Source: an optimization exercise on an open RTL-to-GDS flow (aim: small area and few clock cycles). Production flows keep margins and buffers that such runs may drop.
Only simulation tests tie the RTL to the original design; equivalence was not proved.
Power figures rest on the tool's default switching activity, not on a simulated workload.

## flow/design.v (module list and top-level ports; edited modules follow where they fit)
// module cv32e40p_clock_gate: 8 lines
// module cv32e41s_sffr: 18 lines
// module cv32e41s_sffs: 18 lines
// module cv32e41s_alert: 35 lines
// module cv32e41s_alignment_buffer: 398 lines
// module cv32e41s_alu: 139 lines
// module cv32e41s_alu_b_cpop: 12 lines
// module cv32e41s_b_decoder: 289 lines
// module cv32e41s_clic_int_controller: 74 lines
// module cv32e41s_compressed_decoder: 284 lines
// module cv32e41s_controller: 161 lines
// module cv32e41s_controller_bypass: 160 lines
// module cv32e41s_controller_fsm: 771 lines
// module cv32e41s_cs_registers: 2767 lines
// module cv32e41s_csr: 70 lines
// module cv32e41s_data_obi_interface: 78 lines
// module cv32e41s_debug_triggers: 337 lines
// module cv32e41s_decoder: 190 lines
// module cv32e41s_div: 174 lines
// module cv32e41s_dummy_instr: 103 lines
// module cv32e41s_ex_stage: 282 lines
// module cv32e41s_ff_one: 52 lines
// module cv32e41s_i_decoder: 303 lines
// module cv32e41s_id_stage: 441 lines
// module cv32e41s_if_stage: 413 lines
// module cv32e41s_incore: 807 lines
// module cv32e41s_instr_obi_interface: 123 lines
// module cv32e41s_int_controller: 56 lines
// module cv32e41s_lfsr: 39 lines
// module cv32e41s_load_store_unit: 480 lines
// module cv32e41s_lsu_response_filter: 95 lines
// module cv32e41s_m_decoder: 87 lines
// module cv32e41s_mpu_test: 210 lines
// module cv32e41s_mpu_test_data: 210 lines
// module cv32e41s_mult: 134 lines
// module cv32e41s_obi_integrity_fifo: 104 lines
// module cv32e41s_pc_check: 125 lines
// module cv32e41s_pc_target: 31 lines
// module cv32e41s_pma: 63 lines
// module cv32e41s_pmp: 189 lines
// module cv32e41s_pmp_walker_64: 238 lines
// module cv32e41s_prefetch_unit: 100 lines
// module cv32e41s_prefetcher: 82 lines
// module cv32e41s_rchk_check: 22 lines
// module cv32e41s_register_file: 74 lines
// module cv32e41s_register_file_ecc: 42 lines
// module cv32e41s_register_file_wrapper: 46 lines
// module cv32e41s_sequencer: 248 lines
// module cv32e41s_sleep_unit: 44 lines
// module cv32e41s_wb_stage: 80 lines
// module cv32e41s_wpt: 85 lines
// module cv32e41s_write_buffer: 63 lines
// module cv32e41s_xpmp: 143 lines
module cv32e41s_incore 
#(
  parameter                             LIB                                     = 0,
  parameter logic RV32                                    = RV32I,
  parameter logic [1:0] B_EXT                                   = B_NONE,
  parameter logic [1:0] M_EXT                                   = M,
  parameter bit                         DEBUG                                   = 1,
  parameter logic [31:0]                DM_REGION_START                         = 32'hF0000000,
  parameter logic [31:0]                DM_REGION_END                           = 32'hF0003FFF,
  parameter int                         DBG_NUM_TRIGGERS                        = 1,
  parameter int                         PMA_NUM_REGIONS                         = 0,
  parameter logic [PMA_NUM_REGIONS*68-1:0]                   PMA_CFG            = '0,
  parameter bit                         CLIC                                    = 0,
  parameter int unsigned                CLIC_ID_WIDTH                           = 5,
  parameter int unsigned                CLIC_INTTHRESHBITS                      = 8,
  parameter int unsigned                PMP_GRANULARITY                         = 0,
  parameter int                         PMP_NUM_REGIONS                         = 0,
  parameter logic [PMP_NUM_REGIONS*8-1:0]                   PMP_PMPNCFG_RV     = '0,
  parameter logic [PMP_NUM_REGIONS*32-1:0]                PMP_PMPADDR_RV     = '0,
  // ...
==> flow/flow/run.sh <==
#!/bin/bash
# Layout flow: the standard flow (standard synthesis, floorplan, placement, routing) with
# - clock tree synthesis without dummy loads, with larger sink clusters driven by
#   clkbuf_4/8/16 cells (fewer clock buffers),
# - the buffers placed on the ports made of the smallest buffer cell.
# Full tool output goes to flow_standard.log in the work folder (ORFS also keeps its
# per-step logs under orfs/logs/).
set -euo pipefail
export CTS_ARGS="-sink_clustering_enable -repair_clock_nets -dont_use_dummy_load -buf_list {sky130_fd_sc_hd__clkbuf_4 sky130_fd_sc_hd__clkbuf_8 sky130_fd_sc_hd__clkbuf_16} -sink_clustering_size 20 -sink_clustering_max_diameter 170"
export BUFFER_PORTS_ARGS="-buffer_cell sky130_fd_sc_hd__buf_1"
bash standard.sh finish > flow_standard.log 2>&1
==> flow/standard.sh <==
#!/bin/bash
# synth_recipe.tcl (not shown) runs the flow's synth.tcl, then flattens the netlist and writes it again
# the make line also repeats each setting of config.mk as NAME=value (left out here)
make -C /OpenROAD-flow-scripts/flow DESIGN_CONFIG=/design/flow/config.mk WORK_HOME=/design/flow/orfs CLKGATE_MAP_FILE= SYNTH_SCRIPT=/design/flow/synth_recipe.tcl "${@:-finish}"
==> flow/config.mk <==
export PLATFORM = sky130hd
export DESIGN_NAME = cv32e41s_incore
export DESIGN_NICKNAME = cv32e41s_incore
export VERILOG_FILES = /design/flow/design.v
export SDC_FILE = /design/flow/constraint.sdc
export NUM_CORES = 8
export LEC_CHECK = 0
export ABC_AREA = 1
export CAP_MARGIN = 25
export CORE_MARGIN = 2
export CORE_UTILIZATION = 40
export SLEW_MARGIN = 25
==> flow/constraint.sdc <==
create_clock -name core_clock -period 20.0 [get_ports {clk_i}]
set_input_delay 4.0000 -clock core_clock [delete_from_list [all_inputs] [get_ports {clk_i}]]
set_output_delay 4.0000 -clock core_clock [all_outputs]
set_load 0.01 [all_outputs]
==> impl_metrics.json, run 1 <==
{
  "status": "complete, no violations",
  "setup_slack_ns": 3.15,
  "num-fill-cells": 42900,
  "netlist_instances": 21200,
  "cts_root_buf": "clkbuf_16",
  "fmax_ghz": 0.0594,
  "top_power_group": "registers",
  "multi_input_cells": 15000,
  "dr_wl_met2_um": 384000,
  "clock_tree_area_fraction_pct": 1.99,
  "io_pins": 747,
  "ys_types": 92,
  "min_from": "if_stage_i.instruction_obi_i.obi_a_req_q[15]",
  "wl_met3_um": 116000,
  "die_w_um": 653,
  "grt_max_degree": 179,
  "grt_overflow": 0,
  "fin_area_um2": 181000,
  "synth_edf_count": 992,
  "power.switching_w": 0.00392,
  "power_w": 0.0112,
  "powerClk_w": 0.00316,
  "yosysWarnings": 347,
  "multi_input_area_um2": 89300,
  "hold_path_end": "if_stage_i.instruction_obi_i.obi_a_req_q[15]",
  "rr_worst_depth": 46,
  "reg_top3": "register_file_wrapper_i.register_file_i.mem_q x992, id_stage_i.id_ex_pipe_o x209, ex_stage_i.ex_wb_pipe_o x139",
  "synth-seq-cells": 2441,
  "hp-class": "flop to flop",
  "cpMostUsedCell": "nand2_1",
  "synth_ff_type": "dfrtp_1",
  "buffers_excl_clock": 1108,
  "fin_crit_ns": 16.85,
  "start_util_pct": 40.2,
  "r2r-end": "ex_stage_i.div.div_i.remainder_q[16]",
  "syn_to_final_growth_pct": 7.55,
  "peakVddDrop_mv": 0.0876,
  "r2r_start": "ex_stage_i.div.div_i.state[0]",
  "rsz0062_at_grt": "no",
  "numCtsBuffers": 144,
  "crit_end": "instr_reqpar_o",
  "yosys.area.top_type": "dfrtp_1",
  "finalCritPeriodShare_pct": 84.2,
  "cts.htree.levels": 4
}
Testbench counts, summed over its fixed seeds: cycles 1,166,485.
==> inputs of run 2 (changes only) <==
==> flow/run.sh (new file) <==
#!/bin/bash
# synth_recipe.tcl (not shown) runs the flow's synth.tcl, then flattens the netlist and writes it again
# the make line also repeats each setting of config.mk as NAME=value (left out here)
make -C /OpenROAD-flow-scripts/flow DESIGN_CONFIG=/design/flow/config.mk WORK_HOME=/design/flow/orfs CLKGATE_MAP_FILE= SYNTH_SCRIPT=/design/flow/synth_recipe.tcl finish
--- a/flow/config.mk
+++ b/flow/config.mk
@@ -9,4 +9,6 @@
 export CAP_MARGIN = 25
 export CORE_MARGIN = 2
 export CORE_UTILIZATION = 40
+export CTS_BUF_LIST = sky130_fd_sc_hd__clkbuf_4 sky130_fd_sc_hd__clkbuf_8
+export CTS_CLUSTER_SIZE = 30
 export SLEW_MARGIN = 25
removed: flow/flow/run.sh
removed: flow/standard.sh
==> impl_metrics.json, run 2 <==
{
  "cts_resized": 0,
  "timing_hold_violations_final": 0,
  "clock_latency_ns": 1.28,
  "grt_overflow": 0,
  "rsz0062_at_grt": "no",
  "dr.pass1.iters": 9,
  "grt_pass1_wl_um": 1330000,
  "final-seq-area_um2": 66100,
  "ys_types": 92,
  "final_common_cell": "nand2_1",
  "cts.htree.levels": 5,
  "dieArea_um2": 427000,
  "gp_congestion": 1.08,
  "nets": 22700,
  "num-fill-cells": 42300,
  "ys_seq_area_share_pct": 39.2,
  "multi_input_area_um2": 89300,
  "async_flop_share_pct": 59.4,
  "synth_commonest_cells": "nand2_1 (3617), o21ai_0 (3076), inv_1 (2122)",
  "peakVddDrop_mv": 0.118,
  "worstPathMaxFanout": 34,
  "critPathKind": "flop to output pin",
  "finalCritPeriodShare_pct": 86.9,
  "wl_per_cell_um": 36.3,
  "worstPathRequired_ns": 16.00,
  "core_area_um2": 420000,
  "slew_headroom_pct": 8.85,
  "clkSinkCount": 2441,
  "status": "complete, no violations",
  "clockBufferDepth": 4,
  "end_kind": "output pin",
  "post_cts_buffers": 0,
  "antenna_found_initial": 109,
  "vias": 174000,
  "netlist_instances": 21200,
  "synth_edf_count": 992,
  "die_h_um": 653,
  "synth_ff_type": "dfrtp_1",
  "max_flop_register": "register_file_wrapper_i.register_file_i.mem_q",
  "fin_skew_ns": 0.187,
  "instances_no_fill": 27300,
  "fmax_ghz": 0.0576,
  "yosys.area.top_type": "dfrtp_1",
  "maxCapViolations": 0,
  "vias_per_cell": 6.40,
  "numCtsBuffers": 446,
  "yosys-top-cells-area": "dfrtp_1 (21%), edfxtp_1 (18%), o21ai_0 (9.1%)",
  "layout_common_cells": "nand2_1 (3605), o21ai_0 (3013), inv_1 (2103)",
  "critPathLaunchType": "flop",
  "drive_gt1_share_pct": 9.20,
  "tritoncts": "yes",
  "hold_slack_ns": 0.466,
  "drtIter0Drc": 27100,
  "track_usage_pct": 44.7,
  "tns_ns": 0,
  "syn_to_final_growth_pct": 13.0,
  "start_util_pct": 40.2,
  "cts_root_buf": "clkbuf_8",
  "cts_hold_buf": 0,
  "cp_num_buf_inv": 10,
  "wl_um": 991000,
  "drc": 0,
  "r2r_slack_ns": 4.35,
  "grt_pass1_vias": 159000,
  "slew_viol_final": 0,
  "reg_top3": "register_file_wrapper_i.register_file_i.mem_q x992, id_stage_i.id_ex_pipe_o x209, ex_stage_i.ex_wb_pipe_o x139",
  "synth_area_um2": 169000,
  "fin_crit_ns": 17.37,
  "clk_transition_reported_paths_ns": 0.07,
  "io_pins": 747,
  "p_leak_nw": 80.3,
  "syn_area_per_cell_um2": 7.97,
  "cp.arrival_ns": 13.37,
  "synth-seq-cells": 2441,
  "hp-class": "flop to flop",
  "yosysMostFrequentCell": "nand2_1",
  "worst_pin_slew_ns": 1.36,
  "cpMostUsedCell": "nand2_1",
  "largest_reg_flops": 992,
  "synth_top_area_share_pct": 21.0,
  "slowest_delay_ns": 0.75,
  "yosysWarnings": 347,
  "dp.cells": 26400,
  "io_buffers": 484,
  "crit_family": "simple AND/OR/NAND/NOR gates",
  "grt_max_degree": 216,
  "crit_path_top_delay_cell": "nor2_1",
  "die_w_um": 653,
  "ant_nets": 0,
  "rows": 238,
  "finalSetupViolCount": 0,
  "post-dp-hpwl_um": 730000,
  "p_per_area_nw_per_um2": 70.3
}
[run 2: cell counts after synthesis]
No cell type changed its count.
[run 2: layer usage]
metal	part of all wire [%]	routed length (um)	global-route usage, %
met5	0.030	293	0.0340
met4	7.2	71300	26.6
met3	12	120000	13.0
met2	41	404000	63.2
met1	40	396000	60.3
[run 2: final timing paths]
| path | start | to | depth (start not counted) |
|---|---|---|---|
| hold reg to reg | if_stage_i.instruction_obi_i.obi_a_req_q[19] | if_stage_i.instruction_obi_i.obi_a_req_q[19] | 2 |
| max in group asynchronous | rst_ni | load_store_unit_i.rdata_q[22] | 5 |
| setup reg to reg | ex_stage_i.div.div_i.state[0] | ex_stage_i.div.div_i.remainder_q[23] | 45 |
| hold / removal | if_stage_i.instruction_obi_i.obi_a_req_q[19] | if_stage_i.instruction_obi_i.obi_a_req_q[19] | 2 |
| min in group asynchronous | rst_ni | asynchronous set/reset pin | 1 |
| setup / recovery | if_stage_i.if_id_pipe_o[147] | instr_reqpar_o | 48 |
[run 2: power breakdown]
part	total, W	internal, W	switching (W)
logic	0.00268	0.000726	0.00195
clock network	0.00529	0.00284	0.00246
registers	0.00542	0.00532	0.0000991
total	0.0134	0.00888	0.00451
[run 2: worst reg2reg max path, delay by kind of cell (launching register included)]
| kind | cells | cell delay, ns |
|---|---|---|
| AND/OR/NAND/NOR | 3 | 0.71 |
| adder cells (fa/ha/maj) | 32 | 12.22 |
| AO/OA/AOI/OAI | 4 | 0.66 |
| flip-flops | 1 | 0.44 |
| buffers and inverters | 6 | 1.43 |
[run 2: area by class of cell]
| cell class | count | share of cell area, % |
|---|---|---|
| Tap cell | 5520 | 3.62 |
| Clock inverter | 132 | 0.601 |
| Multi-Input combinational cell | 15000 | 46.9 |
| Antenna cell | 50 | 0.0657 |
| Clock buffer | 677 | 4.40 |
| Sequential cell | 2441 | 34.7 |
| Timing Repair Buffer | 1146 | 5.26 |
| Inverter | 2245 | 4.45 |
[run 2: cell families after synthesis]
kind of cell    after synthesis  synth area share [%]
compound gates             7020                  24.5
simple gates               6265                  15.3
buf+inv                    3749                  8.84
flops                      2441                  39.2
fa+ha+maj                   932                  8.24
xor+xnor                    684                  3.55
mux                          60                 0.387
other cells                   2               0.00445
[run 2: stage by stage]
step / total power (W) / util [%] / instance area, um2 / setup WS, ns
floorplan: 0.00702 / - / 169000 / 6.21
CTS: 0.0133 / 45.3 / 190000 / 2.98
finish: 0.0134 / 45.4 / 191000 / 2.63
global route: 0.0137 / 45.4 / 190000 / 2.21
detailed placement: 0.00806 / 43.0 / 181000 / 3.81
global placement: 0.00806 / 43.0 / 181000 / 3.93

==> afterwards: timing with drivers on the ports <==
The results above use ideal ports. As a check the final layouts listed here were re-extracted and re-timed, cells and wires unchanged.
Step 1: set_driving_cell puts a clkbuf_16 on clk_i and a buf_2 on each other input, an assumption about the parent block.
Step 2 times the ports against the registers' clock, not the clock port: input delays grow and output delays shrink by t, the midpoint of the rising clock arrivals with the driver on.
a / b / c = ideal ports / drivers / drivers and shift; a / b = the first two.
run | t, ns | setup WS [ns] | worst setup path at the end | worst register clock-pin slew, ns | worst data-port slew with drivers (ns)
run 1 | 1.060 | 3.153 / 3.016 / 3.721 | register to register | 0.12 / 0.12 | 0.14
run 2 | 1.297 | 2.627 / 2.513 / 3.492 | input to output | 0.08 / 0.08 | 0.20
After both steps setup and hold are still met in every run listed.
